This is an optimization exercise on Yosys and OpenROAD, whose aim is small area, a short achievable clock period and few clock cycles, not a production implementation.
Where RTL was checked, it was by simulation tests only, not by an equivalence proof against the original.
No functional check of the RTL was part of run 3.

--- flow/config.mk ---
export PLATFORM = sky130hd
export DESIGN_NAME = SP_wocg
export DESIGN_NICKNAME = SP_wocg
export VERILOG_FILES = /design/flow/design.v
export SDC_FILE = /design/flow/constraint.sdc
export NUM_CORES = 4
export LEC_CHECK = 0
export ABC_AREA = 1
export ABC_CLOCK_PERIOD_IN_PS = 3500
export CAP_MARGIN = 20
export CORE_MARGIN = 2
export CORE_UTILIZATION = 40
export SETUP_SLACK_MARGIN = 4.5
export SLEW_MARGIN = 20
export SYNTH_MEMORY_MAX_BITS = 16384
export TNS_END_PERCENT = 5
--- flow/constraint.sdc ---
create_clock -name core_clock -period 8.0 [get_ports {clk}]
set_input_delay 1.6000 -clock core_clock [delete_from_list [all_inputs] [get_ports {clk}]]
set_output_delay 1.6000 -clock core_clock [all_outputs]
set_load 0.01 [all_outputs]
--- flow/design.v ---
module SP_wocg(
	clk,
	rst_n,
	in_valid,
	in_data,
	in_mode,
	out_valid,
	out_data
);
input clk, rst_n, in_valid;
input [2:0] in_mode;
input [8:0] in_data;
output reg out_valid;
output reg [8:0] out_data;
integer k;
function [8:0] qadd;     
	input [8:0] x, y;
	reg [9:0] s, s2;
	begin
		s  = {2'b0, x[7:0]} + {2'b0, y[7:0]};
		s2 = {2'b0, x[7:0]} + {2'b0, y[7:0]} + 10'd258;   
		if (s2[9]) qadd = {~(x[8] ^ y[8]), s2[7:0]};
		else       qadd = {x[8] ^ y[8], s[7:0]};
	end
endfunction
function [8:0] qsub;     
	input [8:0] x, y;
	reg [8:0] d, d2;
	begin
		d  = {1'b0, x[7:0]} - {1'b0, y[7:0]};
		d2 = {1'b0, x[7:0]} - {1'b0, y[7:0]} + 9'd254;
		if (d[8]) qsub = {~(x[8] ^ y[8]), d2[7:0]};
		else      qsub = {x[8] ^ y[8], d[7:0]};
	end
endfunction
function [8:0] maddq;    
	input [8:0] x, y;
	input       n;
	reg [9:0] s, s1;
	begin
		s  = {1'b0, x} + {1'b0, y ^ {9{n}}} + {9'd0, n};    
		s1 = s + (n ? 10'd509 : 10'd3);                     
		maddq = (n ? ~s[9] : s1[9]) ? s1[8:0] : s[8:0];
	end
endfunction
function [8:0] madd;     
	input [8:0] x, y;
	reg [9:0] s, s1;
	begin
		s  = {1'b0, x} + {1'b0, y};
		s1 = {1'b0, x} + {1'b0, y} + 10'd3;      
		madd = s1[9] ? s1[8:0] : s[8:0];
	end
endfunction
function [2:0] pop6;
	input [5:0] v;
	begin
		case (v)
			6'd0: pop6 = 3'd0;
			6'd1: pop6 = 3'd1;
			6'd2: pop6 = 3'd1;
			6'd3: pop6 = 3'd2;
			6'd4: pop6 = 3'd1;
			6'd5: pop6 = 3'd2;
			6'd6: pop6 = 3'd2;
			6'd7: pop6 = 3'd3;
			6'd8: pop6 = 3'd1;
			6'd9: pop6 = 3'd2;
			6'd10: pop6 = 3'd2;
			6'd11: pop6 = 3'd3;
			6'd12: pop6 = 3'd2;
			6'd13: pop6 = 3'd3;
			6'd14: pop6 = 3'd3;
			6'd15: pop6 = 3'd4;
			6'd16: pop6 = 3'd1;
			6'd17: pop6 = 3'd2;
			6'd18: pop6 = 3'd2;
			6'd19: pop6 = 3'd3;
			6'd20: pop6 = 3'd2;
			6'd21: pop6 = 3'd3;
			6'd22: pop6 = 3'd3;
			6'd23: pop6 = 3'd4;
			6'd24: pop6 = 3'd2;
			6'd25: pop6 = 3'd3;
			6'd26: pop6 = 3'd3;
			6'd27: pop6 = 3'd4;
			6'd28: pop6 = 3'd3;
			6'd29: pop6 = 3'd4;
			6'd30: pop6 = 3'd4;
			6'd31: pop6 = 3'd5;
			6'd32: pop6 = 3'd1;
			6'd33: pop6 = 3'd2;
			6'd34: pop6 = 3'd2;
			6'd35: pop6 = 3'd3;
			6'd36: pop6 = 3'd2;
			6'd37: pop6 = 3'd3;
			6'd38: pop6 = 3'd3;
			6'd39: pop6 = 3'd4;
			6'd40: pop6 = 3'd2;
			6'd41: pop6 = 3'd3;
			6'd42: pop6 = 3'd3;
			6'd43: pop6 = 3'd4;
			6'd44: pop6 = 3'd3;
			6'd45: pop6 = 3'd4;
			6'd46: pop6 = 3'd4;
			6'd47: pop6 = 3'd5;
			6'd48: pop6 = 3'd2;
			6'd49: pop6 = 3'd3;
			6'd50: pop6 = 3'd3;
			6'd51: pop6 = 3'd4;
			6'd52: pop6 = 3'd3;
			6'd53: pop6 = 3'd4;
			6'd54: pop6 = 3'd4;
			6'd55: pop6 = 3'd5;
			6'd56: pop6 = 3'd3;
			6'd57: pop6 = 3'd4;
			6'd58: pop6 = 3'd4;
			6'd59: pop6 = 3'd5;
			6'd60: pop6 = 3'd4;
			6'd61: pop6 = 3'd5;
			6'd62: pop6 = 3'd5;
			6'd63: pop6 = 3'd6;
		endcase
	end
endfunction
reg [4:0] cnt;           
reg [2:0] mode;
wire start = (cnt == 5'd0) && in_valid;
reg [4:0] os;            
always @(*) begin
	case ({mode[2], mode[1]})
		2'b00: os = 5'd6;
		2'b10: os = 5'd10;
		2'b01: os = 5'd10;
		default: os = 5'd16;
	endcase
end
wire last = (cnt == os + 5'd5);
wire [4:0] cnt_n = start ? 5'd1 : (cnt == 5'd0 || last) ? 5'd0 : cnt + 5'd1;
wire [2:0] mode_n = start ? in_mode : mode;
always @(posedge clk or negedge rst_n) begin
	if (!rst_n) cnt <= 5'd0;
	else        cnt <= cnt_n;
end
always @(posedge clk) if (start) mode <= in_mode;
reg ph_nl;       
reg ph_b;        
reg ph_k;        
reg k_first;     
reg ph_c;        
reg ph_s;        
reg ins;         
reg ph_o;        
reg first;       
reg [2:0] oc;
always @(posedge clk or negedge rst_n) begin
	if (!rst_n) begin
		ph_nl <= 1'b0; ph_b <= 1'b0; ph_k <= 1'b0;
		ph_c <= 1'b0; ph_s <= 1'b0; ins <= 1'b0; k_first <= 1'b0;
		ph_o <= 1'b0; first <= 1'b0; oc <= 3'd0;
	end else begin
		ph_nl <= (cnt_n >= 5'd2) && (cnt_n <= 5'd7);
		first <= (cnt_n == 5'd2);
		ph_b  <= (cnt_n >= 5'd3) && (cnt_n <= 5'd8);
		ph_k  <= mode_n[1] && (cnt_n >= 5'd7) && (cnt_n <= 5'd12);
		k_first <= (cnt_n == 5'd7);
		ph_c  <= mode_n[1] && (cnt_n >= 5'd9) && (cnt_n <= 5'd14);
		ph_s  <= !mode_n[1] && (cnt_n >= 5'd4) && (cnt_n <= 5'd9);
		ins   <= mode_n[2] && (mode_n[1] ? (cnt_n >= 5'd10) && (cnt_n <= 5'd15)
		                                 : (cnt_n >= 5'd4) && (cnt_n <= 5'd9));
		ph_o  <= (cnt_n != 5'd0) && (cnt_n >= os);
		oc    <= ph_o ? oc + 3'd1 : 3'd0;
	end
end
reg [7:0] af_r;          
reg       ahi_r;         
wire      in_hi = in_data[8];
wire [7:0] in_f = in_hi ? ~in_data[7:0] - 8'd2 : in_data[7:0];    
always @(posedge clk) begin
	af_r  <= in_f;
	ahi_r <= in_hi;
end
reg  [8:0] nlog_t;
always @(*) begin
	case (af_r)
      8'd0: nlog_t = 9'd0;
      8'd1: nlog_t = 9'd0;
      8'd2: nlog_t = 9'd169;
      8'd3: nlog_t = 9'd507;
      8'd4: nlog_t = 9'd340;
      8'd5: nlog_t = 9'd480;
      8'd6: nlog_t = 9'd166;
      8'd7: nlog_t = 9'd231;
      8'd8: nlog_t = 9'd509;
      8'd9: nlog_t = 9'd504;
      8'd10: nlog_t = 9'd139;
      8'd11: nlog_t = 9'd182;
      8'd12: nlog_t = 9'd337;
      8'd13: nlog_t = 9'd213;
      8'd14: nlog_t = 9'd402;
      8'd15: nlog_t = 9'd477;
      8'd16: nlog_t = 9'd168;
      8'd17: nlog_t = 9'd374;
      8'd18: nlog_t = 9'd163;
      8'd19: nlog_t = 9'd349;
      8'd20: nlog_t = 9'd310;
      8'd21: nlog_t = 9'd228;
      8'd22: nlog_t = 9'd353;
      8'd23: nlog_t = 9'd410;
      8'd24: nlog_t = 9'd506;
      8'd25: nlog_t = 9'd450;
      8'd26: nlog_t = 9'd384;
      8'd27: nlog_t = 9'd501;
      8'd28: nlog_t = 9'd61;
      8'd29: nlog_t = 9'd50;
      8'd30: nlog_t = 9'd136;
      8'd31: nlog_t = 9'd301;
      8'd32: nlog_t = 9'd339;
      8'd33: nlog_t = 9'd179;
      8'd34: nlog_t = 9'd33;
      8'd35: nlog_t = 9'd201;
      8'd36: nlog_t = 9'd334;
      8'd37: nlog_t = 9'd102;
      8'd38: nlog_t = 9'd8;
      8'd39: nlog_t = 9'd210;
      8'd40: nlog_t = 9'd479;
      8'd41: nlog_t = 9'd293;
      8'd42: nlog_t = 9'd399;
      8'd43: nlog_t = 9'd406;
      8'd44: nlog_t = 9'd12;
      8'd45: nlog_t = 9'd474;
      8'd46: nlog_t = 9'd69;
      8'd47: nlog_t = 9'd327;
      8'd48: nlog_t = 9'd165;
      8'd49: nlog_t = 9'd464;
      8'd50: nlog_t = 9'd109;
      8'd51: nlog_t = 9'd371;
      8'd52: nlog_t = 9'd43;
      8'd53: nlog_t = 9'd89;
      8'd54: nlog_t = 9'd160;
      8'd55: nlog_t = 9'd152;
      8'd56: nlog_t = 9'd230;
      8'd57: nlog_t = 9'd346;
      8'd58: nlog_t = 9'd219;
      8'd59: nlog_t = 9'd359;
      8'd60: nlog_t = 9'd307;
      8'd61: nlog_t = 9'd485;
      8'd62: nlog_t = 9'd470;
      8'd63: nlog_t = 9'd225;
      8'd64: nlog_t = 9'd508;
      8'd65: nlog_t = 9'd183;
      8'd66: nlog_t = 9'd350;
      8'd67: nlog_t = 9'd502;
      8'd68: nlog_t = 9'd202;
      8'd69: nlog_t = 9'd407;
      8'd70: nlog_t = 9'd372;
      8'd71: nlog_t = 9'd360;
      8'd72: nlog_t = 9'd503;
      8'd73: nlog_t = 9'd448;
      8'd74: nlog_t = 9'd273;
      8'd75: nlog_t = 9'd447;
      8'd76: nlog_t = 9'd177;
      8'd77: nlog_t = 9'd415;
      8'd78: nlog_t = 9'd381;
      8'd79: nlog_t = 9'd291;
      8'd80: nlog_t = 9'd138;
      8'd81: nlog_t = 9'd498;
      8'd82: nlog_t = 9'd462;
      8'd83: nlog_t = 9'd272;
      8'd84: nlog_t = 9'd58;
      8'd85: nlog_t = 9'd344;
      8'd86: nlog_t = 9'd65;
      8'd87: nlog_t = 9'd47;
      8'd88: nlog_t = 9'd181;
      8'd89: nlog_t = 9'd284;
      8'd90: nlog_t = 9'd133;
      8'd91: nlog_t = 9'd446;
      8'd92: nlog_t = 9'd238;
      8'd93: nlog_t = 9'd298;
      8'd94: nlog_t = 9'd496;
      8'd95: nlog_t = 9'd319;
      8'd96: nlog_t = 9'd336;
      8'd97: nlog_t = 9'd282;
      8'd98: nlog_t = 9'd123;
      8'd99: nlog_t = 9'd176;
      8'd100: nlog_t = 9'd280;
      8'd101: nlog_t = 9'd114;
      8'd102: nlog_t = 9'd30;
      8'd103: nlog_t = 9'd196;
      8'd104: nlog_t = 9'd212;
      8'd105: nlog_t = 9'd198;
      8'd106: nlog_t = 9'd260;
      8'd107: nlog_t = 9'd414;
      8'd108: nlog_t = 9'd331;
      8'd109: nlog_t = 9'd364;
      8'd110: nlog_t = 9'd323;
      8'd111: nlog_t = 9'd99;
      8'd112: nlog_t = 9'd401;
      8'd113: nlog_t = 9'd262;
      8'd114: nlog_t = 9'd5;
      8'd115: nlog_t = 9'd380;
      8'd116: nlog_t = 9'd390;
      8'd117: nlog_t = 9'd207;
      8'd118: nlog_t = 9'd18;
      8'd119: nlog_t = 9'd95;
      8'd120: nlog_t = 9'd476;
      8'd121: nlog_t = 9'd366;
      8'd122: nlog_t = 9'd144;
      8'd123: nlog_t = 9'd290;
      8'd124: nlog_t = 9'd129;
      8'd125: nlog_t = 9'd420;
      8'd126: nlog_t = 9'd396;
      8'd127: nlog_t = 9'd426;
      8'd128: nlog_t = 9'd167;
      8'd129: nlog_t = 9'd403;
      8'd130: nlog_t = 9'd354;
      8'd131: nlog_t = 9'd137;
      8'd132: nlog_t = 9'd9;
      8'd133: nlog_t = 9'd70;
      8'd134: nlog_t = 9'd161;
      8'd135: nlog_t = 9'd471;
      8'd136: nlog_t = 9'd373;
      8'd137: nlog_t = 9'd382;
      8'd138: nlog_t = 9'd66;
      8'd139: nlog_t = 9'd497;
      8'd140: nlog_t = 9'd31;
      8'd141: nlog_t = 9'd324;
      8'd142: nlog_t = 9'd19;
      8'd143: nlog_t = 9'd397;
      8'd144: nlog_t = 9'd162;
      8'd145: nlog_t = 9'd20;
      8'd146: nlog_t = 9'd107;
      8'd147: nlog_t = 9'd461;
      8'd148: nlog_t = 9'd442;
      8'd149: nlog_t = 9'd217;
      8'd150: nlog_t = 9'd106;
      8'd151: nlog_t = 9'd489;
      8'd152: nlog_t = 9'd348;
      8'd153: nlog_t = 9'd368;
      8'd154: nlog_t = 9'd74;
      8'd155: nlog_t = 9'd271;
      8'd156: nlog_t = 9'd40;
      8'd157: nlog_t = 9'd267;
      8'd158: nlog_t = 9'd460;
      8'd159: nlog_t = 9'd86;
      8'd160: nlog_t = 9'd309;
      8'd161: nlog_t = 9'd131;
      8'd162: nlog_t = 9'd157;
      8'd163: nlog_t = 9'd57;
      8'd164: nlog_t = 9'd121;
      8'd165: nlog_t = 9'd149;
      8'd166: nlog_t = 9'd441;
      8'd167: nlog_t = 9'd258;
      8'd168: nlog_t = 9'd227;
      8'd169: nlog_t = 9'd428;
      8'd170: nlog_t = 9'd3;
      8'd171: nlog_t = 9'd343;
      8'd172: nlog_t = 9'd234;
      8'd173: nlog_t = 9'd142;
      8'd174: nlog_t = 9'd216;
      8'd175: nlog_t = 9'd171;
      8'd176: nlog_t = 9'd352;
      8'd177: nlog_t = 9'd356;
      8'd178: nlog_t = 9'd453;
      8'd179: nlog_t = 9'd64;
      8'd180: nlog_t = 9'd304;
      8'd181: nlog_t = 9'd36;
      8'd182: nlog_t = 9'd105;
      8'd183: nlog_t = 9'd482;
      8'd184: nlog_t = 9'd409;
      8'd185: nlog_t = 9'd72;
      8'd186: nlog_t = 9'd467;
      8'd187: nlog_t = 9'd46;
      8'd188: nlog_t = 9'd155;
      8'd189: nlog_t = 9'd222;
      8'd190: nlog_t = 9'd488;
      8'd191: nlog_t = 9'd1;
      8'd192: nlog_t = 9'd505;
      8'd193: nlog_t = 9'd375;
      8'd194: nlog_t = 9'd451;
      8'd195: nlog_t = 9'd180;
      8'd196: nlog_t = 9'd294;
      8'd197: nlog_t = 9'd465;
      8'd198: nlog_t = 9'd347;
      8'd199: nlog_t = 9'd184;
      8'd200: nlog_t = 9'd449;
      8'd201: nlog_t = 9'd499;
      8'd202: nlog_t = 9'd285;
      8'd203: nlog_t = 9'd283;
      8'd204: nlog_t = 9'd199;
      8'd205: nlog_t = 9'd263;
      8'd206: nlog_t = 9'd367;
      8'd207: nlog_t = 9'd404;
      8'd208: nlog_t = 9'd383;
      8'd209: nlog_t = 9'd21;
      8'd210: nlog_t = 9'd369;
      8'd211: nlog_t = 9'd132;
      8'd212: nlog_t = 9'd429;
      8'd213: nlog_t = 9'd357;
      8'd214: nlog_t = 9'd73;
      8'd215: nlog_t = 9'd376;
      8'd216: nlog_t = 9'd500;
      8'd217: nlog_t = 9'd22;
      8'd218: nlog_t = 9'd23;
      8'd219: nlog_t = 9'd445;
      8'd220: nlog_t = 9'd492;
      8'd221: nlog_t = 9'd77;
      8'd222: nlog_t = 9'd270;
      8'd223: nlog_t = 9'd312;
      8'd224: nlog_t = 9'd60;
      8'd225: nlog_t = 9'd444;
      8'd226: nlog_t = 9'd431;
      8'd227: nlog_t = 9'd237;
      8'd228: nlog_t = 9'd174;
      8'd229: nlog_t = 9'd456;
      8'd230: nlog_t = 9'd39;
      8'd231: nlog_t = 9'd412;
      8'd232: nlog_t = 9'd49;
      8'd233: nlog_t = 9'd491;
      8'd234: nlog_t = 9'd378;
      8'd235: nlog_t = 9'd297;
      8'd236: nlog_t = 9'd187;
      8'd237: nlog_t = 9'd288;
      8'd238: nlog_t = 9'd266;
      8'd239: nlog_t = 9'd386;
      8'd240: nlog_t = 9'd135;
      8'd241: nlog_t = 9'd76;
      8'd242: nlog_t = 9'd25;
      8'd243: nlog_t = 9'd495;
      8'd244: nlog_t = 9'd315;
      8'd245: nlog_t = 9'd434;
      8'd246: nlog_t = 9'd459;
      8'd247: nlog_t = 9'd52;
      8'd248: nlog_t = 9'd300;
      8'd249: nlog_t = 9'd269;
      8'd250: nlog_t = 9'd79;
      8'd251: nlog_t = 9'd318;
      8'd252: nlog_t = 9'd55;
      8'd253: nlog_t = 9'd82;
      8'd254: nlog_t = 9'd85;
      8'd255: nlog_t = 9'd341;
	endcase
end
wire [8:0] nl_a = {nlog_t[8] ^ ahi_r, nlog_t[7:0]};
reg  [8:0] e_in;
reg  [8:0] ns;
reg  [8:0] t_r;          
reg        tq_r;         
reg  [8:0] exp_t;
always @(*) begin
	case (e_in[7:0])
      8'd0: exp_t = 9'd1;
      8'd1: exp_t = 9'd8;
      8'd2: exp_t = 9'd64;
      8'd3: exp_t = 9'd3;
      8'd4: exp_t = 9'd24;
      8'd5: exp_t = 9'd192;
      8'd6: exp_t = 9'd9;
      8'd7: exp_t = 9'd72;
      8'd8: exp_t = 9'd67;
      8'd9: exp_t = 9'd27;
      8'd10: exp_t = 9'd216;
      8'd11: exp_t = 9'd201;
      8'd12: exp_t = 9'd81;
      8'd13: exp_t = 9'd139;
      8'd14: exp_t = 9'd94;
      8'd15: exp_t = 9'd243;
      8'd16: exp_t = 9'd417;
      8'd17: exp_t = 9'd282;
      8'd18: exp_t = 9'd220;
      8'd19: exp_t = 9'd233;
      8'd20: exp_t = 9'd337;
      8'd21: exp_t = 9'd151;
      8'd22: exp_t = 9'd190;
      8'd23: exp_t = 9'd502;
      8'd24: exp_t = 9'd453;
      8'd25: exp_t = 9'd61;
      8'd26: exp_t = 9'd488;
      8'd27: exp_t = 9'd341;
      8'd28: exp_t = 9'd183;
      8'd29: exp_t = 9'd446;
      8'd30: exp_t = 9'd5;
      8'd31: exp_t = 9'd40;
      8'd32: exp_t = 9'd320;
      8'd33: exp_t = 9'd15;
      8'd34: exp_t = 9'd120;
      8'd35: exp_t = 9'd451;
      8'd36: exp_t = 9'd45;
      8'd37: exp_t = 9'd360;
      8'd38: exp_t = 9'd335;
      8'd39: exp_t = 9'd135;
      8'd40: exp_t = 9'd62;
      8'd41: exp_t = 9'd496;
      8'd42: exp_t = 9'd405;
      8'd43: exp_t = 9'd186;
      8'd44: exp_t = 9'd470;
      8'd45: exp_t = 9'd197;
      8'd46: exp_t = 9'd49;
      8'd47: exp_t = 9'd392;
      8'd48: exp_t = 9'd82;
      8'd49: exp_t = 9'd147;
      8'd50: exp_t = 9'd158;
      8'd51: exp_t = 9'd246;
      8'd52: exp_t = 9'd441;
      8'd53: exp_t = 9'd474;
      8'd54: exp_t = 9'd229;
      8'd55: exp_t = 9'd305;
      8'd56: exp_t = 9'd404;
      8'd57: exp_t = 9'd178;
      8'd58: exp_t = 9'd406;
      8'd59: exp_t = 9'd194;
      8'd60: exp_t = 9'd25;
      8'd61: exp_t = 9'd200;
      8'd62: exp_t = 9'd73;
      8'd63: exp_t = 9'd75;
      8'd64: exp_t = 9'd91;
      8'd65: exp_t = 9'd219;
      8'd66: exp_t = 9'd225;
      8'd67: exp_t = 9'd273;
      8'd68: exp_t = 9'd148;
      8'd69: exp_t = 9'd166;
      8'd70: exp_t = 9'd310;
      8'd71: exp_t = 9'd444;
      8'd72: exp_t = 9'd498;
      8'd73: exp_t = 9'd421;
      8'd74: exp_t = 9'd314;
      8'd75: exp_t = 9'd476;
      8'd76: exp_t = 9'd245;
      8'd77: exp_t = 9'd433;
      8'd78: exp_t = 9'd410;
      8'd79: exp_t = 9'd226;
      8'd80: exp_t = 9'd281;
      8'd81: exp_t = 9'd212;
      8'd82: exp_t = 9'd169;
      8'd83: exp_t = 9'd334;
      8'd84: exp_t = 9'd127;
      8'd85: exp_t = 9'd507;
      8'd86: exp_t = 9'd493;
      8'd87: exp_t = 9'd381;
      8'd88: exp_t = 9'd503;
      8'd89: exp_t = 9'd461;
      8'd90: exp_t = 9'd125;
      8'd91: exp_t = 9'd491;
      8'd92: exp_t = 9'd365;
      8'd93: exp_t = 9'd375;
      8'd94: exp_t = 9'd455;
      8'd95: exp_t = 9'd77;
      8'd96: exp_t = 9'd107;
      8'd97: exp_t = 9'd347;
      8'd98: exp_t = 9'd231;
      8'd99: exp_t = 9'd321;
      8'd100: exp_t = 9'd23;
      8'd101: exp_t = 9'd184;
      8'd102: exp_t = 9'd454;
      8'd103: exp_t = 9'd69;
      8'd104: exp_t = 9'd43;
      8'd105: exp_t = 9'd344;
      8'd106: exp_t = 9'd207;
      8'd107: exp_t = 9'd129;
      8'd108: exp_t = 9'd14;
      8'd109: exp_t = 9'd112;
      8'd110: exp_t = 9'd387;
      8'd111: exp_t = 9'd42;
      8'd112: exp_t = 9'd336;
      8'd113: exp_t = 9'd143;
      8'd114: exp_t = 9'd126;
      8'd115: exp_t = 9'd499;
      8'd116: exp_t = 9'd429;
      8'd117: exp_t = 9'd378;
      8'd118: exp_t = 9'd479;
      8'd119: exp_t = 9'd269;
      8'd120: exp_t = 9'd116;
      8'd121: exp_t = 9'd419;
      8'd122: exp_t = 9'd298;
      8'd123: exp_t = 9'd348;
      8'd124: exp_t = 9'd239;
      8'd125: exp_t = 9'd385;
      8'd126: exp_t = 9'd26;
      8'd127: exp_t = 9'd208;
      8'd128: exp_t = 9'd137;
      8'd129: exp_t = 9'd78;
      8'd130: exp_t = 9'd115;
      8'd131: exp_t = 9'd411;
      8'd132: exp_t = 9'd234;
      8'd133: exp_t = 9'd345;
      8'd134: exp_t = 9'd215;
      8'd135: exp_t = 9'd193;
      8'd136: exp_t = 9'd17;
      8'd137: exp_t = 9'd136;
      8'd138: exp_t = 9'd70;
      8'd139: exp_t = 9'd51;
      8'd140: exp_t = 9'd408;
      8'd141: exp_t = 9'd210;
      8'd142: exp_t = 9'd153;
      8'd143: exp_t = 9'd206;
      8'd144: exp_t = 9'd121;
      8'd145: exp_t = 9'd459;
      8'd146: exp_t = 9'd109;
      8'd147: exp_t = 9'd363;
      8'd148: exp_t = 9'd359;
      8'd149: exp_t = 9'd327;
      8'd150: exp_t = 9'd71;
      8'd151: exp_t = 9'd59;
      8'd152: exp_t = 9'd472;
      8'd153: exp_t = 9'd213;
      8'd154: exp_t = 9'd177;
      8'd155: exp_t = 9'd398;
      8'd156: exp_t = 9'd130;
      8'd157: exp_t = 9'd22;
      8'd158: exp_t = 9'd176;
      8'd159: exp_t = 9'd390;
      8'd160: exp_t = 9'd66;
      8'd161: exp_t = 9'd19;
      8'd162: exp_t = 9'd152;
      8'd163: exp_t = 9'd198;
      8'd164: exp_t = 9'd57;
      8'd165: exp_t = 9'd456;
      8'd166: exp_t = 9'd85;
      8'd167: exp_t = 9'd171;
      8'd168: exp_t = 9'd350;
      8'd169: exp_t = 9'd255;
      8'd170: exp_t = 9'd4;
      8'd171: exp_t = 9'd32;
      8'd172: exp_t = 9'd256;
      8'd173: exp_t = 9'd12;
      8'd174: exp_t = 9'd96;
      8'd175: exp_t = 9'd259;
      8'd176: exp_t = 9'd36;
      8'd177: exp_t = 9'd288;
      8'd178: exp_t = 9'd268;
      8'd179: exp_t = 9'd108;
      8'd180: exp_t = 9'd355;
      8'd181: exp_t = 9'd295;
      8'd182: exp_t = 9'd324;
      8'd183: exp_t = 9'd47;
      8'd184: exp_t = 9'd376;
      8'd185: exp_t = 9'd463;
      8'd186: exp_t = 9'd141;
      8'd187: exp_t = 9'd110;
      8'd188: exp_t = 9'd371;
      8'd189: exp_t = 9'd423;
      8'd190: exp_t = 9'd330;
      8'd191: exp_t = 9'd95;
      8'd192: exp_t = 9'd251;
      8'd193: exp_t = 9'd481;
      8'd194: exp_t = 9'd285;
      8'd195: exp_t = 9'd244;
      8'd196: exp_t = 9'd425;
      8'd197: exp_t = 9'd346;
      8'd198: exp_t = 9'd223;
      8'd199: exp_t = 9'd257;
      8'd200: exp_t = 9'd20;
      8'd201: exp_t = 9'd160;
      8'd202: exp_t = 9'd262;
      8'd203: exp_t = 9'd60;
      8'd204: exp_t = 9'd480;
      8'd205: exp_t = 9'd277;
      8'd206: exp_t = 9'd180;
      8'd207: exp_t = 9'd422;
      8'd208: exp_t = 9'd322;
      8'd209: exp_t = 9'd31;
      8'd210: exp_t = 9'd248;
      8'd211: exp_t = 9'd457;
      8'd212: exp_t = 9'd93;
      8'd213: exp_t = 9'd235;
      8'd214: exp_t = 9'd353;
      8'd215: exp_t = 9'd279;
      8'd216: exp_t = 9'd196;
      8'd217: exp_t = 9'd41;
      8'd218: exp_t = 9'd328;
      8'd219: exp_t = 9'd79;
      8'd220: exp_t = 9'd123;
      8'd221: exp_t = 9'd475;
      8'd222: exp_t = 9'd237;
      8'd223: exp_t = 9'd369;
      8'd224: exp_t = 9'd407;
      8'd225: exp_t = 9'd202;
      8'd226: exp_t = 9'd89;
      8'd227: exp_t = 9'd203;
      8'd228: exp_t = 9'd97;
      8'd229: exp_t = 9'd267;
      8'd230: exp_t = 9'd100;
      8'd231: exp_t = 9'd291;
      8'd232: exp_t = 9'd292;
      8'd233: exp_t = 9'd300;
      8'd234: exp_t = 9'd364;
      8'd235: exp_t = 9'd367;
      8'd236: exp_t = 9'd391;
      8'd237: exp_t = 9'd74;
      8'd238: exp_t = 9'd83;
      8'd239: exp_t = 9'd155;
      8'd240: exp_t = 9'd222;
      8'd241: exp_t = 9'd249;
      8'd242: exp_t = 9'd465;
      8'd243: exp_t = 9'd157;
      8'd244: exp_t = 9'd238;
      8'd245: exp_t = 9'd377;
      8'd246: exp_t = 9'd471;
      8'd247: exp_t = 9'd205;
      8'd248: exp_t = 9'd113;
      8'd249: exp_t = 9'd395;
      8'd250: exp_t = 9'd106;
      8'd251: exp_t = 9'd339;
      8'd252: exp_t = 9'd167;
      8'd253: exp_t = 9'd318;
      8'd254: exp_t = 9'd0;
      8'd255: exp_t = 9'd0;
	endcase
end
always @(posedge clk) begin
	t_r  <= exp_t;
	tq_r <= e_in[8];
end
wire [8:0] v_r = tq_r ? 9'd509 - t_r : t_r;
reg [8:0] rs [0:5];      
reg [8:0] rc [0:5];      
reg [2:0] rk [0:5];      
reg       rv [0:5];      
reg [8:0] x_r;           
wire [8:0] ns_n = first ? e_in : qadd(ns, e_in);
wire [8:0] ns_x = k_first ? ns_n : ns;
wire [8:0] k_x = mode[0] ? ns_x : rc[0];
wire [8:0] k_y = mode[0] ? rc[0] : ns_x;
always @(posedge clk) e_in <= ph_k ? qsub(k_x, k_y) : nl_a;
always @(posedge clk) if (ph_nl) ns <= ns_n;
wire [8:0] bval = mode[0] ? v_r : rs[2];
always @(posedge clk) x_r <= mode[1] ? v_r : bval;
wire [8:0] s_y = (mode[0] | ph_c) ? t_r : rs[2];
wire       s_n = (mode[0] | ph_c) & tq_r;
reg  [5:0] lt;
reg  [5:0] ge;
always @(*) begin
	for (k = 0; k < 6; k = k + 1) begin
		lt[k] = (k != 3) && (x_r < rc[k]);
		ge[k] = (k != 3) && rv[k] && !lt[k];
	end
end
wire [2:0] nrank = pop6(ge);
always @(posedge clk) begin
	for (k = 0; k < 6; k = k + 1) begin
		rs[(k+1)%6] <= rs[k];
		rc[(k+1)%6] <= rc[k];
		rk[(k+1)%6] <= rk[k] + {2'b0, ins & rv[k] & lt[k]};
		rv[(k+1)%6] <= rv[k] & ~start;
	end
	if (in_valid) rs[0] <= in_data;
	if (ph_nl) rc[2] <= e_in;
	if (ph_b || ph_c) begin
		rs[3] <= maddq(rs[2], s_y, s_n);
		rc[3] <= ph_c ? v_r : mode[1] ? rc[2] : bval;
	end
	if (ph_s) rs[4] <= madd(rs[3], rc[3]);
	if (ins) begin
		rk[4] <= nrank;
		rv[4] <= 1'b1;
	end
end
reg  [8:0] o_s, o_c, o_d;
always @(*) begin
	if (mode[2] | mode[1]) begin o_s = rs[3]; o_c = rc[3]; end
	else                   begin o_s = rs[5]; o_c = rc[5]; end
	o_d = 9'd0;
	for (k = 0; k < 6; k = k + 1)
		o_d = o_d | ((rk[k] == oc) ? rc[k] : 9'd0);
	if (!mode[2]) o_d = o_c;
end
wire [8:0] e_val = madd(o_s, o_d);
always @(posedge clk or negedge rst_n) begin
	if (!rst_n) begin
		out_valid <= 1'b0;
		out_data  <= 9'd0;
	end else begin
		out_valid <= ph_o;
		out_data  <= ph_o ? e_val : 9'd0;
	end
end
endmodule
--- flow/run.sh ---
#!/bin/bash
# synth_recipe.tcl (not shown) runs the flow's synth.tcl, then flattens the netlist and writes it again
# the make line also repeats each setting of config.mk as NAME=value (left out here)
make -C /OpenROAD-flow-scripts/flow DESIGN_CONFIG=/design/flow/config.mk WORK_HOME=/design/flow/orfs CLKGATE_MAP_FILE= SYNTH_SCRIPT=/design/flow/synth_recipe.tcl finish
==> flow_summary.yaml, run 1 <==
timing:
  finalCriticalPeriod_ns: 4.28
  skew_ns: 0.0158
  timing.final.hold_violations: 0
  finalMaxSlewViolations: 0
  finalSetupViolations: 0
  fin_setup_tns_ns: 0
  rsz0062_at_grt: "yes"
  worst_pin_slew_ns: 1.14
  fmax_mhz: 234
  slew_headroom_pct: 23.7
  finalCritPeriodShare_pct: 53.5
clock_tree:
  clock-root-buffer: "clkbuf_16"
  path_clk_slew_ns: 0.07
  cts_num_sinks: 209
  tritoncts: "done"
  postCtsHoldBufs: 0
  cts_buffers: 24
  cts_htree_levels: 1
  clk_latency_ns: 0.55
  clockBufferDepth: 3
synth:
  synth.top_cell.area_share_pct: 19.1
  yosys.area_share.xor_xnor_pct: 4.42
  synth_flop_cell: "dfxtp_1"
  ys_warn_count: 5
  ys_ff_latch: 209
  syn_area_per_cell_um2: 6.52
  synthesis.instances: 2761
  seq_area_frac_synth_pct: 24.6
  synth.distinct_cells: 66
  yosys.area.top_type: "dfxtp_1"
  synth_top_family_by_area: "simple AND/OR/NAND/NOR gates"
  netlist_area_mm2: 0.0180
  async_flop_share_pct: 12.9
  synthTopCellsByArea: "dfxtp_1 (19%), nand2_1 (13%), ha_1 (11%), inv_1 (6.5%), o21ai_0 (6.3%)"
  synth_edf_count: 10
  yosys.area_share.adder_pct: 11.3
  synth_compound_area_share_pct: 23.5
  synth_fp_nets: 2935
  muxShareOfSynthArea_pct: 0.118
  synth_simple_gate_area_share_pct: 26.6
route:
  antenna_left: 0
  drc: 0
  wl_per_cell_um: 23.2
  drt_wl_total_mm: 79.2
  viasPerCell: 6.05
  vias: 20600
  first_pass_iters: 7
  drt_iter0_drc: 2986
final_layout:
  fill_cells: 4561
  syn2layout_area_growth_pct: 16.8
  drive_gt1_share_pct: 11.5
  fin_util_pct: 47.4
  multi_input_area_mm2: 0.0126
  area.sequential_mm2: 0.00444
  n_antenna_cell: 0
  layout_commonest_cell: "nand2_1"
  fin_cells: 3409
  nets: 2973
  layout_common_cells: "nand2_1 (616), inv_1 (301), nor2_1 (220), o21ai_0 (215), nand3_1 (188)"
critical_path:
  cp_data_required_time_ns: 8.47
  critPathLaunchType: "input pin"
  critical_path.max_fanout: 15
  crit_chain: "dlygate4sd2_1 -> inv_1 -> nand2_1 -> nand2_2 -> ha_1 -> inv_1 -> nand2_1 -> inv_1 -> nor2_1 -> nand2_1 -> a31oi_1 -> o21ai_0 -> nand3_1 -> nand3_1 -> nand2_1"
  crit_top_cell: "nand2_1"
  arrival_ns: 4.75
  crit_type: "in2reg"
  path_delay_family: "simple AND/OR/NAND/NOR gates"
  max_stage_delay_ns: 0.46
  end_kind: "flop"
  critPathBufInv: 4
  cp_slowest_cell: "dlygate4sd2_1"
floorplanning:
  core_mm2: 0.0443
  chipHeight_um: 216
  die-area_mm2: 0.0467
  rows: 77
  io_pins: 25
  die_w_um: 216
  floorplan.initialDensity_pct: 40.6
grt:
  grt_pass1_vias: 19700
  grt-ovfl-total: 0
  antenna_found_initial: 0
  grt_max_degree: 66
  grt_pass1_wl_mm: 120
  grtUsageTotal_pct: 33.0
run:
  drv_cap: 0
status:
  status: "complete, no violations"
placed_design:
  port_buffers: 24
  place_inst: 3289
  routabilityCongestion: 1.04
  dpl.hpwl_mm: 57.1
hold_path:
  min_path_type: "reg2reg"
[cell families (layout without fill, tap and decap cells)]
family                     after synthesis  in the layout
xor gates and xnor gates                90             90
muxes                                    2              2
and+or+nand+nor                       1153           1155
buffers and inverters                  447            501
AOI/OAI and AO/OA                      701            701
adders and majority gates              159            159
DFF                                    209            209
[state kept, by name, indices dropped and copies added (netlist names), 5 cells and up]
| register | cells |
|---|---|
| rc | 54 |
| nlog_t | 9 |
| rk | 18 |
| ns | 9 |
| t_r | 9 |
| x_r | 9 |
| rs | 54 |
| cnt | 5 |
| e_in | 9 |
| rv | 6 |
| out_data | 9 |
[per-stage QoR]
step           hold slack [ns]  area [µm²]  setup slack (ns)
6_report                 0.318       21000              3.72
5_1_grt                  0.327       21000              3.60
4_1_cts                  0.321       20700              3.94
3_5_place_dp             0.312       18800              2.38
3_3_place_gp             0.310       18800              2.25
2_1_floorplan            0.310       18100              4.02
[Yosys cell counts, types with 4 or more instances]
cell,instances
nor3_1,28
buf_1,12
nand4_1,20
nor2_1,237
a21boi_0,4
o311ai_0,16
fa_1,5
a21o_1,8
clkinv_1,6
o211ai_1,70
xor2_1,59
inv_2,12
o2111ai_1,14
nand2_2,4
inv_1,312
a31oi_1,33
o221ai_1,24
ha_1,154
buf_2,26
a221oi_1,6
o31ai_1,9
o21ai_1,25
dfrtp_1,27
o21ai_0,226
or2_2,12
o21bai_1,4
nand3_1,197
a211oi_1,22
o22ai_1,31
a21oi_1,181
xnor2_1,30
clkbuf_1,75
edfxtp_1,10
a32o_1,4
nand2_1,633
nand3b_1,5
dfxtp_1,172
[worst paths after layout]
| check | startpoint | endpoint | slack (ns) | depth (start not counted) |
|---|---|---|---|---|
| min in group asynchronous | rst_n | out_valid$_DFF_PN0_ | 1.43 | 2 |
| setup reg to reg | ns[0]$_DFFE_PP_ | e_in[6]$_DFF_P_ | 3.83 | 28 |
| hold reg to reg | rs[0][3]$_DFF_P_ | rs[1][3]$_DFF_P_ | 0.32 | 0 |
| hold / removal | rs[0][3]$_DFF_P_ | rs[1][3]$_DFF_P_ | 0.32 | 0 |
| setup / recovery | in_data[8] | nlog_t[4]$_DFF_P_ | 3.72 | 15 |
| max in group asynchronous | rst_n | ph_c$_DFF_PN0_ | 6.27 | 2 |
[what timing repair did]
action / in CTS / in global routing
gates cloned: 4 / 1
buffers inserted: 55 / 16
pin swaps: 47 / 29
setup endpoints to repair: 48 / 52
gates resized for setup: 152 / 35
[layer usage]
metal / track usage [%] / vias to the layer above / routed length [µm]
li1: - / 9471 / -
met1: 45.8 / 9787 / 33900
met2: 50.9 / 1147 / 34000
met4: 13.2 / 0 / 3690
met3: 5.38 / 228 / 7660
met5: 0 / - / 0
[cell type report]
type / instances / area share [%]
clock inverters: 13 / 0.697
clock buffers: 31 / 3.13
inverters: 331 / 6.15
repair buffers: 126 / 5.50
well taps: 592 / 3.53
multi-input cells: 2107 / 59.8
flip-flops and latches: 209 / 21.1
Testbench counts, summed over its fixed seeds: cycles 6,708.
==> inputs of run 2 (changes only) <==
--- a/flow/design.v
+++ b/flow/design.v
@@ -716,7 +716,6 @@
 reg [8:0] rc [0:5];      
 reg [2:0] rk [0:5];      
 reg       rv [0:5];      
-reg [8:0] x_r;           
 wire [8:0] ns_n = first ? e_in : qadd(ns, e_in);
 wire [8:0] ns_x = k_first ? ns_n : ns;
 wire [8:0] k_x = mode[0] ? ns_x : rc[0];
@@ -724,14 +723,13 @@
 always @(posedge clk) e_in <= ph_k ? qsub(k_x, k_y) : nl_a;
 always @(posedge clk) if (ph_nl) ns <= ns_n;
 wire [8:0] bval = mode[0] ? v_r : rs[2];
-always @(posedge clk) x_r <= mode[1] ? v_r : bval;
 wire [8:0] s_y = (mode[0] | ph_c) ? t_r : rs[2];
 wire       s_n = (mode[0] | ph_c) & tq_r;
 reg  [5:0] lt;
 reg  [5:0] ge;
 always @(*) begin
 	for (k = 0; k < 6; k = k + 1) begin
-		lt[k] = (k != 3) && (x_r < rc[k]);
+		lt[k] = (k != 3) && (rc[3] < rc[k]);
 		ge[k] = (k != 3) && rv[k] && !lt[k];
 	end
 end
--- a/flow/config.mk
+++ b/flow/config.mk
@@ -10,7 +10,7 @@
 export CAP_MARGIN = 20
 export CORE_MARGIN = 2
 export CORE_UTILIZATION = 40
-export SETUP_SLACK_MARGIN = 4.5
+export SETUP_SLACK_MARGIN = 4.0
 export SLEW_MARGIN = 20
 export SYNTH_MEMORY_MAX_BITS = 16384
 export TNS_END_PERCENT = 5
==> flow_summary.yaml, run 2 <==
clock_tree:
  cts_buffers: 17
  clk_latency_ns: 0.46
  path_clk_slew_ns: 0.08
  clockBufferDepth: 2
  tritoncts: "done"
  cts_num_sinks: 200
  postCtsHoldBufs: 0
  clock-root-buffer: "clkbuf_16"
  cts_htree_levels: 4
synth:
  ys_ff_latch: 200
  synth_flop_cell: "dfxtp_1"
  async_flop_share_pct: 13.5
  synthesis.instances: 2710
  synth.distinct_cells: 68
  seq_area_frac_synth_pct: 23.9
  synth_edf_count: 10
  synth.top_cell.area_share_pct: 18.4
  netlist_area_mm2: 0.0177
  synth_common_cells: "nand2_1 (577), inv_1 (321), nor2_1 (236), o21ai_0 (236), nand3_1 (230)"
  yosys.area.top_type: "dfxtp_1"
  synth_fp_nets: 2884
  synth.most_common_cell: "nand2_1"
  synthTopCellsByArea: "dfxtp_1 (18%), nand2_1 (12%), ha_1 (11%), inv_1 (6.8%), o21ai_0 (6.7%)"
  syn_area_per_cell_um2: 6.54
  ys_warn_count: 5
timing:
  skew_ns: 0.0158
  finalMaxSlewViolations: 0
  fin_ws_ns: 3.72
  finalCriticalPeriod_ns: 4.28
  rsz0062_at_grt: "yes"
  finalSetupViolations: 0
  worst_pin_slew_ns: 0.972
  slew_headroom_pct: 34.5
  timing.final.hold_violations: 0
  fmax_mhz: 234
  fin_setup_tns_ns: 0
  finalCritPeriodShare_pct: 53.5
floorplanning:
  io_pins: 25
  die-area_mm2: 0.0460
  floorplan.initialDensity_pct: 40.3
  chipHeight_um: 214
  rows: 77
  die_w_um: 214
  core_mm2: 0.0439
final_layout:
  fin_util_pct: 45.2
  reg_top3: "rc: 54 flops, rs: 54 flops, rk: 18 flops"
  stdcell_area_mm2: 0.0199
  fill_cells: 4644
  area.sequential_mm2: 0.00426
  nets: 2886
  multi_input_area_mm2: 0.0122
  layout_commonest_cell: "nand2_1"
  layout_common_cells: "nand2_1 (558), inv_1 (316), nand3_1 (227), o21ai_0 (226), nor2_1 (226)"
  drive_gt1_share_pct: 8.51
  syn2layout_area_growth_pct: 12.2
  n_antenna_cell: 0
route:
  wl_per_cell_um: 23.9
  viasPerCell: 6.07
  drc: 0
  first_pass_iters: 6
  antenna_left: 0
  drt_iter0_drc: 2527
  vias: 20100
  drt_wl_total_mm: 79.3
placed_design:
  post-place-ws_ns: 2.71
  routabilityCongestion: 1.02
  port_buffers: 24
  dpl_cell_area_mm2: 0.0185
  dpl.hpwl_mm: 59.2
status:
  status: "complete, no violations"
hold_path:
  hp-start: "rs[4][4]$_DFF_P_"
  min_path_type: "reg2reg"
critical_path:
  critPathLaunchType: "input pin"
  cp_data_required_time_ns: 8.40
  cp-startpoint: "in_data[2]"
  cp_slowest_cell: "o311ai_0"
  critical_path.max_fanout: 21
  r2r-start: "ns[0]$_DFFE_PP_"
  crit_chain: "clkdlybuf4s50_1 -> inv_1 -> ha_1 -> nand2_1 -> nand2_4 -> inv_6 -> nand2_1 -> inv_1 -> o311ai_0 -> nand3_1 -> nand3_1 -> nand3_1 -> nand2_1"
  crit_type: "in2reg"
  arrival_ns: 4.68
  end_kind: "flop"
  max_stage_delay_ns: 0.75
grt:
  grt-ovfl-total: 0
  grt_pass1_wl_mm: 118
  grt_max_degree: 59
  antenna_found_initial: 2
  grt_pass1_vias: 18900
  grtUsageTotal_pct: 33.5
run:
  drv_cap: 0
[run 2: cell count changes after synthesis, sizes merged, moves of 6 or more]
| cell | delta |
|---|---|
| a21oi | -24 |
| clkbuf | -6 |
| dfxtp | -9 |
| nand2 | -50 |
| nand3 | +36 |
| nand4 | +8 |
| nor3 | -6 |
| o211ai | -13 |
| o21ai | +15 |
| xnor2 | +7 |
[run 2: critical path, delay by kind of cell]
kind | cells | cell delay (ns)
and+or+nand+nor | 7 | 1.04
buffers and inverters | 4 | 0.99
AOI/OAI and AO/OA | 1 | 0.75
adders and majority gates | 1 | 0.29
[run 2: cell type report]
type / instances / area share, %
clock inverters: 14 / 0.818
flip-flops and latches: 200 / 21.4
repair buffers: 90 / 3.92
well taps: 592 / 3.73
inverters: 336 / 6.48
clock buffers: 18 / 2.21
multi-input cells: 2067 / 61.4
[run 2: worst paths after layout]
kind	to	slack [ns]	cells after the start
setup / recovery	nlog_t[6]$_DFF_P_	3.72	13
hold / removal	rs[5][4]$_DFF_P_	0.33	0
setup reg to reg	e_in[7]$_DFF_P_	3.84	23
hold reg to reg	rs[5][4]$_DFF_P_	0.33	0
max in group asynchronous	ph_c$_DFF_PN0_	6.17	2
min in group asynchronous	oc[0]$_DFF_PN0_	1.53	2
[run 2: timing repair]
action,in CTS,in global routing
endpoints found under the setup margin,35,35
pin swaps,24,35
gates resized for setup,65,61
setup buffers,23,11
[run 2: routing by layer]
metal	vias up	track usage, %	wire length [µm]
li1	9214	-	-
met1	9402	43.7	32200
met2	1256	52.5	34600
met3	262	6.13	7710
met4	0	18.2	4730
met5	-	0	0
[run 2: metrics by stage]
step | instances | hold slack, ns
after floorplan | 2710 | 0.310
after global placement | 3251 | 0.311
after detailed placement | 3251 | 0.312
after CTS | 3306 | 0.329
after global routing | 3317 | 0.336
final | 3317 | 0.329
[run 2: cells by family (layout without fill, tap and decap cells)]
| group | count (synthesis) | after routing | synth area share [%] |
|---|---|---|---|
| mux | 1 | 1 | 0.0565 |
| simple gates | 1134 | 1134 | 27.1 |
| buf+inv | 443 | 458 | 9.66 |
| flops | 200 | 200 | 23.9 |
| compound gates | 675 | 675 | 22.8 |
| xor+xnor | 98 | 98 | 5.01 |
| fa+ha+maj | 159 | 159 | 11.4 |
Testbench counts of run 2, summed over its fixed seeds: cycles 6,708.
==> inputs of run 3 (changes only) <==
--- a/flow/design.v
+++ b/flow/design.v
@@ -23,6 +23,13 @@
 		else       qadd = {x[8] ^ y[8], s[7:0]};
 	end
 endfunction
+function [8:0] qneg;     
+	input [8:0] x;
+	begin
+		if (x[7:0] == 8'd0) qneg = x;
+		else                qneg = {~x[8], 8'd254 - x[7:0]};
+	end
+endfunction
 function [8:0] qsub;     
 	input [8:0] x, y;
 	reg [8:0] d, d2;
@@ -147,6 +154,8 @@
 reg ph_b;        
 reg ph_k;        
 reg k_first;     
+reg ph_z;        
+reg z_first;
 reg ph_c;        
 reg ph_s;        
 reg ins;         
@@ -157,6 +166,7 @@
 	if (!rst_n) begin
 		ph_nl <= 1'b0; ph_b <= 1'b0; ph_k <= 1'b0;
 		ph_c <= 1'b0; ph_s <= 1'b0; ins <= 1'b0; k_first <= 1'b0;
+		ph_z <= 1'b0; z_first <= 1'b0;
 		ph_o <= 1'b0; first <= 1'b0; oc <= 3'd0;
 	end else begin
 		ph_nl <= (cnt_n >= 5'd2) && (cnt_n <= 5'd7);
@@ -164,6 +174,8 @@
 		ph_b  <= (cnt_n >= 5'd3) && (cnt_n <= 5'd8);
 		ph_k  <= mode_n[1] && (cnt_n >= 5'd7) && (cnt_n <= 5'd12);
 		k_first <= (cnt_n == 5'd7);
+		ph_z  <= (cnt_n >= 5'd3) && (cnt_n <= 5'd6);
+		z_first <= (cnt_n == 5'd3);
 		ph_c  <= mode_n[1] && (cnt_n >= 5'd9) && (cnt_n <= 5'd14);
 		ph_s  <= !mode_n[1] && (cnt_n >= 5'd4) && (cnt_n <= 5'd9);
 		ins   <= mode_n[2] && (mode_n[1] ? (cnt_n >= 5'd10) && (cnt_n <= 5'd15)
@@ -716,12 +728,14 @@
 reg [8:0] rc [0:5];      
 reg [2:0] rk [0:5];      
 reg       rv [0:5];      
-wire [8:0] ns_n = first ? e_in : qadd(ns, e_in);
-wire [8:0] ns_x = k_first ? ns_n : ns;
-wire [8:0] k_x = mode[0] ? ns_x : rc[0];
-wire [8:0] k_y = mode[0] ? rc[0] : ns_x;
-always @(posedge clk) e_in <= ph_k ? qsub(k_x, k_y) : nl_a;
-always @(posedge clk) if (ph_nl) ns <= ns_n;
+reg  [8:0] zs;           
+wire [8:0] z_t = mode[0] ? e_in : qneg(e_in);
+wire [8:0] z_n = qadd(zs, z_t);
+always @(posedge clk) if (ph_z) zs <= z_first ? z_t : z_n;
+wire [8:0] k_x = mode[0] ? ns : rc[0];
+wire [8:0] k_y = mode[0] ? rc[0] : ns;
+always @(posedge clk) e_in <= ph_k ? (k_first ? z_n : qsub(k_x, k_y)) : nl_a;
+always @(posedge clk) if (ph_nl) ns <= first ? e_in : qadd(ns, e_in);
 wire [8:0] bval = mode[0] ? v_r : rs[2];
 wire [8:0] s_y = (mode[0] | ph_c) ? t_r : rs[2];
 wire       s_n = (mode[0] | ph_c) & tq_r;
==> flow_summary.yaml, run 3 <==
critical_path:
  r2r-end: "rs[3][4]$_DFF_P_"
  cp_data_required_time_ns: 8.46
  crit_type: "in2reg"
  end_kind: "flop"
  worstRegToRegCells: 26
  r2r_setup_slack_ns: 3.94
  arrival_ns: 4.54
  critical_path.max_fanout: 27
  r2r-start: "ph_c$_DFF_PN0_"
  critPathLaunchType: "input pin"
placed_design:
  routabilityCongestion: 1.04
  post-place-ws_ns: 2.89
  port_buffers: 24
  dpl.hpwl_mm: 62.4
final_layout:
  layout_commonest_cell: "nand2_1"
  nets: 3237
  syn2layout_area_growth_pct: 14.3
  reg_top3: "rc: 54 flops, rs: 54 flops, rk: 18 flops"
  drive_gt1_share_pct: 8.62
  layout_common_cells: "nand2_1 (789), inv_1 (338), nand3_1 (307), nor2_1 (216), o21ai_0 (215)"
timing:
  skew_ns: 0.0182
  slew_headroom_pct: 25.2
  rsz0062_at_grt: "yes"
  fin_ws_ns: 3.91
  worst_pin_slew_ns: 1.11
  fin_setup_tns_ns: 0
  finalSetupViolations: 0
  finalCritPeriodShare_pct: 51.1
  finalCriticalPeriod_ns: 4.09
  timing.final.hold_violations: 0
  whs_ns: 0.326
  finalMaxSlewViolations: 0
  fmax_mhz: 245
route:
  drt_iter0_drc: 2842
  drt_wl_total_mm: 84.1
  first_pass_iters: 8
  vias: 22200
  antenna_left: 0
  drc: 0
  wl_per_cell_um: 22.8
  viasPerCell: 6.01
synth:
  ys_ff_latch: 211
  synth.most_common_cell: "nand2_1"
  yosys.area.top_type: "dfxtp_1"
  ys_warn_count: 5
  synthesis.instances: 3040
  synth.top_cell.area_share_pct: 16.9
  syn_area_per_cell_um2: 6.34
  async_flop_share_pct: 13.7
  synth_flop_cell: "dfxtp_1"
  synth_edf_count: 19
  synthTopCellsByArea: "dfxtp_1 (17%), nand2_1 (16%), ha_1 (10%), nand3_1 (8.2%), inv_1 (6.7%)"
  seq_area_frac_synth_pct: 23.7
  synth_common_cells: "nand2_1 (809), inv_1 (346), nand3_1 (316), nor2_1 (229), o21ai_0 (225)"
  synth_fp_nets: 3221
  netlist_area_mm2: 0.0193
  synth.distinct_cells: 56
floorplanning:
  floorplan.initialDensity_pct: 40.4
  io_pins: 25
  die-area_mm2: 0.0500
  die_w_um: 223
  rows: 80
  chipHeight_um: 223
  core_mm2: 0.0476
clock_tree:
  cts_buffers: 25
  clk_latency_ns: 0.56
  path_clk_slew_ns: 0.07
  clock-root-buffer: "clkbuf_16"
  tritoncts: "done"
  cts_num_sinks: 211
  postCtsHoldBufs: 0
  cts_htree_levels: 1
  clockBufferDepth: 3
grt:
  grtUsageTotal_pct: 32.8
  grt_max_degree: 71
  grt_pass1_wl_mm: 126
  antenna_found_initial: 2
  grt-ovfl-total: 0
  grt_pass1_vias: 20900
hold_path:
  whs_path_depth: 0
  hp-start: "rs[0][5]$_DFF_P_"
  min_path_type: "reg2reg"
  hold_end: "rs[1][5]$_DFF_P_"
run:
  drv_cap: 0
status:
  status: "complete, no violations"
[run 3: worst max path at each step]
stage,startpoint,to,slack [ns],cells past startpoint
detailed placement,mode[0]$_DFFE_PP_,rs[3][5]$_DFF_P_,2.89,26
finish,in_data[2],nlog_t[2]$_DFF_P_,3.91,15
global route,ph_c$_DFF_PN0_,rs[3][4]$_DFF_P_,3.75,25
floorplan,tq_r$_DFF_P_,rs[3][6]$_DFF_P_,4.16,25
global placement,in_data[1],nlog_t[6]$_DFF_P_,2.89,12
CTS,in_data[2],nlog_t[5]$_DFF_P_,3.88,16
[run 3: repair_timing]
action                                 in CTS  in global routing
setup endpoints to repair                  43                 44
endpoints found under the hold margin       0                  0
buffers inserted                           11                 34
resized for setup                          52                102
cloned                                      1                  1
pin swaps                                   4                 34
[run 3: cell type report]
type	instances	area, µm²
Fill cell	5027	25600
Multi-Input combinational cell	2353	13400
Sequential cell	211	4570
Inverter	362	1410
Timing Repair Buffer	103	916
Tap cell	615	769
Clock buffer	31	719
Clock inverter	15	225
Antenna cell	2	5.00
[run 3: kinds of logic after synthesis]
kind of cell / Yosys count / synth area share [%]
buffers and inverters: 477 / 9.56
adders and majority gates: 166 / 11.0
AOI/OAI and AO/OA: 617 / 19.0
xor gates and xnor gates: 97 / 4.53
and+or+nand+nor: 1472 / 32.3
DFF: 211 / 23.7
[run 3: through the flow]
stage          std cells  area, µm²  utilization (%)
6_report            3692      22000             46.2
5_1_grt             3690      22000             46.2
2_1_floorplan       3040      19300                -
3_3_place_gp        3597      20100             42.1
3_5_place_dp        3597      20100             42.1
4_1_cts             3655      21300             44.7
[run 3: critical path, stage by stage]
cell and delay [ns]:
clkdlybuf4s50_1 0.55, inv_1 0.14, ha_1 0.31, nand2_1 0.07, o21ai_2 0.10, buf_6 0.28
nand2_1 0.26, nand2_1 0.24, inv_1 0.17, a21oi_1 0.15, nor2_1 0.07, o21ai_0 0.22
nand3_1 0.16, nand3_1 0.14, nand2_1 0.05
[run 3: per-layer routing]
| layer | vias up | share of wire [%] | GRT usage [%] |
|---|---|---|---|
| met5 | - | 0.0095 | 0 |
| met4 | 2 | 5.3 | 15.6 |
| met3 | 286 | 8.9 | 5.76 |
| met2 | 1228 | 43 | 50.5 |
| met1 | 10400 | 43 | 44.4 |
| li1 | 10300 | - | - |

## separate check: timing with driven ports
The flow's constraints put no driver on any port. The routed layouts listed below were extracted and timed again, unchanged, in two steps.
Step 1, drivers: a clkbuf_16 drives clk and a buf_2 each remaining input, both assumed.
Step 2, shift: input delay + t, output delay - t, t = (earliest + latest rising clock arrival at the registers) / 2. This alone moves slack from input paths to output paths.
Slacks: ideal ports / drivers / drivers and shift; pairs: ideal ports / drivers.
run	t (ns)	slack for setup (ns)	latest minus earliest clock arrival (ns)
run 1	0.591	3.721 / 3.755 / 3.164	0.017 / 0.017
run 2	0.504	3.724 / 3.753 / 3.249	0.018 / 0.018
run 3	0.605	3.912 / 3.940 / 3.336	0.019 / 0.019
After both steps setup and hold are still met in every run listed. For run 3, which loses most, drivers alone change the setup slack by +0.028 ns; drivers and shift together by -0.576 ns.
